What follows belongs to an exercise in optimizing a design on an open flow for small area and few clock cycles per item; a production flow would make more cautious choices. Where RTL was checked, it was by simulation tests only, not by an equivalence proof against the original. The clock input has no modelled driver; a real chip could not lean on it and would need a root buffer or a full tree.

==> inputs of run D <==
==> flow/design.v <==
module aq_axils_sample
(
  input         ARESETN,
  input         ACLK,
  input [31:0]  S_AXI_AWADDR,
  input [3:0]   S_AXI_AWCACHE,
  input [2:0]   S_AXI_AWPROT,
  input         S_AXI_AWVALID,
  output        S_AXI_AWREADY,
  input [31:0]  S_AXI_WDATA,
  input [3:0]   S_AXI_WSTRB,
  input         S_AXI_WVALID,
  output        S_AXI_WREADY,
  output        S_AXI_BVALID,
  input         S_AXI_BREADY,
  output [1:0]  S_AXI_BRESP,
  input [31:0]  S_AXI_ARADDR,
  input [3:0]   S_AXI_ARCACHE,
  input [2:0]   S_AXI_ARPROT,
  input         S_AXI_ARVALID,
  output        S_AXI_ARREADY,
  output [31:0] S_AXI_RDATA,
  output [1:0]  S_AXI_RRESP,
  output        S_AXI_RVALID,
  input         S_AXI_RREADY,
  output [31:0] LOCAL_REG0,
  output [31:0] LOCAL_REG1,
  output [31:0] LOCAL_REG2,
  output [31:0] LOCAL_REG3
);
  reg           bvalid, rvalid;
  reg [1:0]     raddr;
  reg           rmap;
  wire [3:0]    rsel;
  reg [31:0]    reg_data0, reg_data1, reg_data2, reg_data3;
  wire          wr_go  = S_AXI_AWVALID & S_AXI_WVALID;
  wire          rd_go  = S_AXI_ARVALID;
  wire          wr_map = ( S_AXI_AWADDR[7:4] == 4'd0 );
  wire          rd_map = ( S_AXI_ARADDR[7:4] == 4'd0 );
  assign S_AXI_AWREADY  = S_AXI_WVALID;
  assign S_AXI_WREADY   = S_AXI_AWVALID;
  assign S_AXI_BVALID   = bvalid;
  assign S_AXI_BRESP    = 2'b00;
  assign S_AXI_ARREADY  = S_AXI_ARVALID;
  assign S_AXI_RVALID   = rvalid;
  assign S_AXI_RRESP    = 2'b00;
  assign S_AXI_RDATA    = ( {32{rsel[0]}} & reg_data0 ) |
                          ( {32{rsel[1]}} & reg_data1 ) |
                          ( {32{rsel[2]}} & reg_data2 ) |
                          ( {32{rsel[3]}} & reg_data3 );
  always @( posedge ACLK or negedge ARESETN ) begin
    if( !ARESETN ) begin
      bvalid <= 1'b0;
      rvalid <= 1'b0;
    end else begin
      if( wr_go )
        bvalid <= 1'b1;
      else if( S_AXI_BREADY )
        bvalid <= 1'b0;
      if( rd_go )
        rvalid <= 1'b1;
      else if( S_AXI_RREADY )
        rvalid <= 1'b0;
    end
  end
  always @( posedge ACLK ) begin
    if( rd_go ) begin
      raddr <= S_AXI_ARADDR[3:2];
      rmap  <= rd_map;
    end
  end
  assign rsel[0] = rmap & ( raddr == 2'd0 );
  assign rsel[1] = rmap & ( raddr == 2'd1 );
  assign rsel[2] = rmap & ( raddr == 2'd2 );
  assign rsel[3] = rmap & ( raddr == 2'd3 );
  wire          wr_reg = wr_go & wr_map;
  wire [31:0]   wr_data = S_AXI_WDATA & {32{ARESETN}};
  wire          wr_en0 = ~ARESETN | ( wr_reg & ( S_AXI_AWADDR[3:2] == 2'd0 ) );
  wire          wr_en1 = ~ARESETN | ( wr_reg & ( S_AXI_AWADDR[3:2] == 2'd1 ) );
  wire          wr_en2 = ~ARESETN | ( wr_reg & ( S_AXI_AWADDR[3:2] == 2'd2 ) );
  wire          wr_en3 = ~ARESETN | ( wr_reg & ( S_AXI_AWADDR[3:2] == 2'd3 ) );
  always @( posedge ACLK ) begin
    if( wr_en0 ) reg_data0 <= wr_data;
    if( wr_en1 ) reg_data1 <= wr_data;
    if( wr_en2 ) reg_data2 <= wr_data;
    if( wr_en3 ) reg_data3 <= wr_data;
  end
  assign LOCAL_REG0 = reg_data0;
  assign LOCAL_REG1 = reg_data1;
  assign LOCAL_REG2 = reg_data2;
  assign LOCAL_REG3 = reg_data3;
endmodule
==> flow/flow/run.sh <==
#!/bin/bash
# The standard layout, with the smallest buffer cell on the ports, a
# hand-built clock tree (flow/clock_tree.tcl) in place of TritonCTS, and
# cells sized down after it (flow/recover.tcl).
set -euo pipefail
bash standard.sh "BUFFER_PORTS_ARGS=-buffer_cell sky130_fd_sc_hd__buf_1" \
  "PRE_CTS_TCL=$PWD/flow/clock_tree.tcl" \
  "POST_CTS_TCL=$PWD/flow/recover.tcl" \
  finish > standard_flow.log 2>&1
==> flow/flow/clock_tree.tcl <==
# Build the clock tree by hand, in place of TritonCTS: the clock port drives
# a few leaf buffers, each driving the registers of one region of the core
# (the sinks split into n_split_x columns of equal count, each column into
# n_split_y parts of equal count).
set leaf_master sky130_fd_sc_hd__clkbuf_8
set n_split_x 2
set n_split_y 4
set root_master sky130_fd_sc_hd__clkbuf_4
set max_port_loads 4

set block [ord::get_db_block]
set db [ord::get_db]
set clk_net [$block findNet ACLK]
set master [$db findMaster $leaf_master]

set sinks {}
foreach it [$clk_net getITerms] {
  set inst [$it getInst]
  set box [$inst getBBox]
  set x [expr {([$box xMin] + [$box xMax]) / 2}]
  set y [expr {([$box yMin] + [$box yMax]) / 2}]
  lappend sinks [list $x $y $it]
}
puts "clock_tree: [llength $sinks] sinks on ACLK"

# split items, sorted on coordinate idx, into n parts of near equal size
proc split_parts {items idx n} {
  set s [lsort -integer -index $idx $items]
  set parts {}
  set len [llength $s]
  for {set i 0} {$i < $n} {incr i} {
    set a [expr {($i * $len) / $n}]
    set b [expr {(($i + 1) * $len) / $n - 1}]
    lappend parts [lrange $s $a $b]
  }
  return $parts
}

set groups {}
foreach col [split_parts $sinks 0 $n_split_x] {
  foreach q [split_parts $col 1 $n_split_y] { lappend groups $q }
}

set leaf_in $clk_net
if { [llength $groups] > $max_port_loads } {
  set rmaster [$db findMaster $root_master]
  set root [odb::dbInst_create $block $rmaster "clkbuf_root"]
  set leaf_in [odb::dbNet_create $block "clknet_root"]
  $leaf_in setSigType CLOCK
  [$root findITerm A] connect $clk_net
  [$root findITerm X] connect $leaf_in
  set sx 0; set sy 0
  foreach s $sinks { incr sx [lindex $s 0]; incr sy [lindex $s 1] }
  set cx [expr {$sx / [llength $sinks]}]
  set cy [expr {$sy / [llength $sinks]}]
  $root setLocation [expr {$cx - [$rmaster getWidth] / 2}] [expr {$cy - [$rmaster getHeight] / 2}]
  $root setPlacementStatus PLACED
  puts "clock_tree: root buffer at ([expr {$cx / 1000.0}], [expr {$cy / 1000.0}])"
}

set k 0
foreach g $groups {
  set sx 0; set sy 0
  foreach s $g { incr sx [lindex $s 0]; incr sy [lindex $s 1] }
  set n [llength $g]
  set cx [expr {$sx / $n}]
  set cy [expr {$sy / $n}]
  set buf [odb::dbInst_create $block $master "clkbuf_leaf_$k"]
  set net [odb::dbNet_create $block "clknet_leaf_$k"]
  $net setSigType CLOCK
  foreach s $g {
    set it [lindex $s 2]
    $it disconnect
    $it connect $net
  }
  [$buf findITerm A] connect $leaf_in
  [$buf findITerm X] connect $net
  $buf setLocation [expr {$cx - [$master getWidth] / 2}] [expr {$cy - [$master getHeight] / 2}]
  $buf setPlacementStatus PLACED
  puts "clock_tree: leaf $k drives $n sinks from ([expr {$cx / 1000.0}], [expr {$cy / 1000.0}])"
  incr k
}
$clk_net setSigType CLOCK

set_propagated_clock [all_clocks]

# The tree is built: TritonCTS is not run.
proc clock_tree_synthesis {args} {
  puts "clock_tree: hand-built tree in place, clock_tree_synthesis skipped"
}
==> flow/flow/recover.tcl <==
# After the clock tree: the design has ample setup slack, so size cells down
# where timing allows, then repair any slew or capacitance this leaves.
repair_timing -recover_power 100
repair_design -slew_margin 10 -cap_margin 10
==> flow/standard.sh <==
#!/bin/bash
# synth_recipe.tcl (not shown) runs the flow's synth.tcl, then flattens the netlist and writes it again
# the make line also repeats each setting of config.mk as NAME=value (left out here)
make -C /OpenROAD-flow-scripts/flow DESIGN_CONFIG=/design/flow/config.mk WORK_HOME=/design/flow/orfs CLKGATE_MAP_FILE= SYNTH_SCRIPT=/design/flow/synth_recipe.tcl "${@:-finish}"
==> flow/config.mk <==
export PLATFORM = sky130hd
export DESIGN_NAME = aq_axils_sample
export DESIGN_NICKNAME = aq_axils_sample
export VERILOG_FILES = /design/flow/design.v
export SDC_FILE = /design/flow/constraint.sdc
export NUM_CORES = 4
export LEC_CHECK = 0
export CAP_MARGIN = 0
export CORE_MARGIN = 2
export CORE_UTILIZATION = 70
export SLEW_MARGIN = 0
==> flow/constraint.sdc <==
create_clock -name core_clock -period 5.0 [get_ports {ACLK}]
set_input_delay 1.0000 -clock core_clock [delete_from_list [all_inputs] [get_ports {ACLK}]]
set_output_delay 1.0000 -clock core_clock [all_outputs]
set_load 0.01 [all_outputs]
==> run P: changes against run D <==
--- a/flow/design.v
+++ b/flow/design.v
@@ -29,9 +29,7 @@
   output [31:0] LOCAL_REG3
 );
   reg           bvalid, rvalid;
-  reg [1:0]     raddr;
-  reg           rmap;
-  wire [3:0]    rsel;
+  reg [3:0]     rsel;
   reg [31:0]    reg_data0, reg_data1, reg_data2, reg_data3;
   wire          wr_go  = S_AXI_AWVALID & S_AXI_WVALID;
   wire          rd_go  = S_AXI_ARVALID;
@@ -65,14 +63,12 @@
   end
   always @( posedge ACLK ) begin
     if( rd_go ) begin
-      raddr <= S_AXI_ARADDR[3:2];
-      rmap  <= rd_map;
+      rsel[0] <= rd_map & ( S_AXI_ARADDR[3:2] == 2'd0 );
+      rsel[1] <= rd_map & ( S_AXI_ARADDR[3:2] == 2'd1 );
+      rsel[2] <= rd_map & ( S_AXI_ARADDR[3:2] == 2'd2 );
+      rsel[3] <= rd_map & ( S_AXI_ARADDR[3:2] == 2'd3 );
     end
   end
-  assign rsel[0] = rmap & ( raddr == 2'd0 );
-  assign rsel[1] = rmap & ( raddr == 2'd1 );
-  assign rsel[2] = rmap & ( raddr == 2'd2 );
-  assign rsel[3] = rmap & ( raddr == 2'd3 );
   wire          wr_reg = wr_go & wr_map;
   wire [31:0]   wr_data = S_AXI_WDATA & {32{ARESETN}};
   wire          wr_en0 = ~ARESETN | ( wr_reg & ( S_AXI_AWADDR[3:2] == 2'd0 ) );
==> flow/flow/run.sh (replaced) <==
#!/bin/bash
# The standard layout, with the smallest buffer cell on the ports and a
# hand-built clock tree (flow/clock_tree.tcl) in place of TritonCTS.
set -euo pipefail
bash standard.sh "BUFFER_PORTS_ARGS=-buffer_cell sky130_fd_sc_hd__buf_1" \
  "PRE_CTS_TCL=$PWD/flow/clock_tree.tcl" \
  finish > standard_flow.log 2>&1
removed: flow/flow/recover.tcl
==> notes <==
- Of run P and run D, run P has the higher synthesized cell count (gap about 1.3%, measured against run D).
- Run D did not get past 5_1_grt with DRT-0073. Run P completed with no timing, DRC or antenna violations.
- Between run P and run D, the lower synthesized area is in run P (gap about 4%, measured against run D).
Testbench counts of run P, summed over its fixed seeds: cycles 4,096, items 2,048.
Only the layout flow was run in run D; the RTL was not checked for function there. In run P the design's own scripts or RTL, not TritonCTS, make the clock network.

-- what the ideal ports hide --
The results above use ideal ports. As a check the final layout listed here was re-extracted and re-timed, cells and wires unchanged.
Step 1, drivers: a clkbuf_16 drives ACLK and a buf_2 each remaining input, both assumed.
Step 2 times the ports against the registers' clock, not the clock port: input delays grow and output delays shrink by t, the midpoint of the rising clock arrivals with the driver on.
Three values: ideal, step 1, step 2; two values: the first two.
run: run P
shift t [ns]: 0.462
setup slack, ns: 1.929 / 1.894 / 1.568
hold WS [ns]: 0.494 / 0.494 / 0.494
worst slew at a driven data input, ns: 0.10
pins driven straight from the clock port: 1
After both steps run P still meets setup and hold. The setup slack of run P moves by -0.035 ns with the drivers and by -0.361 ns with both steps.
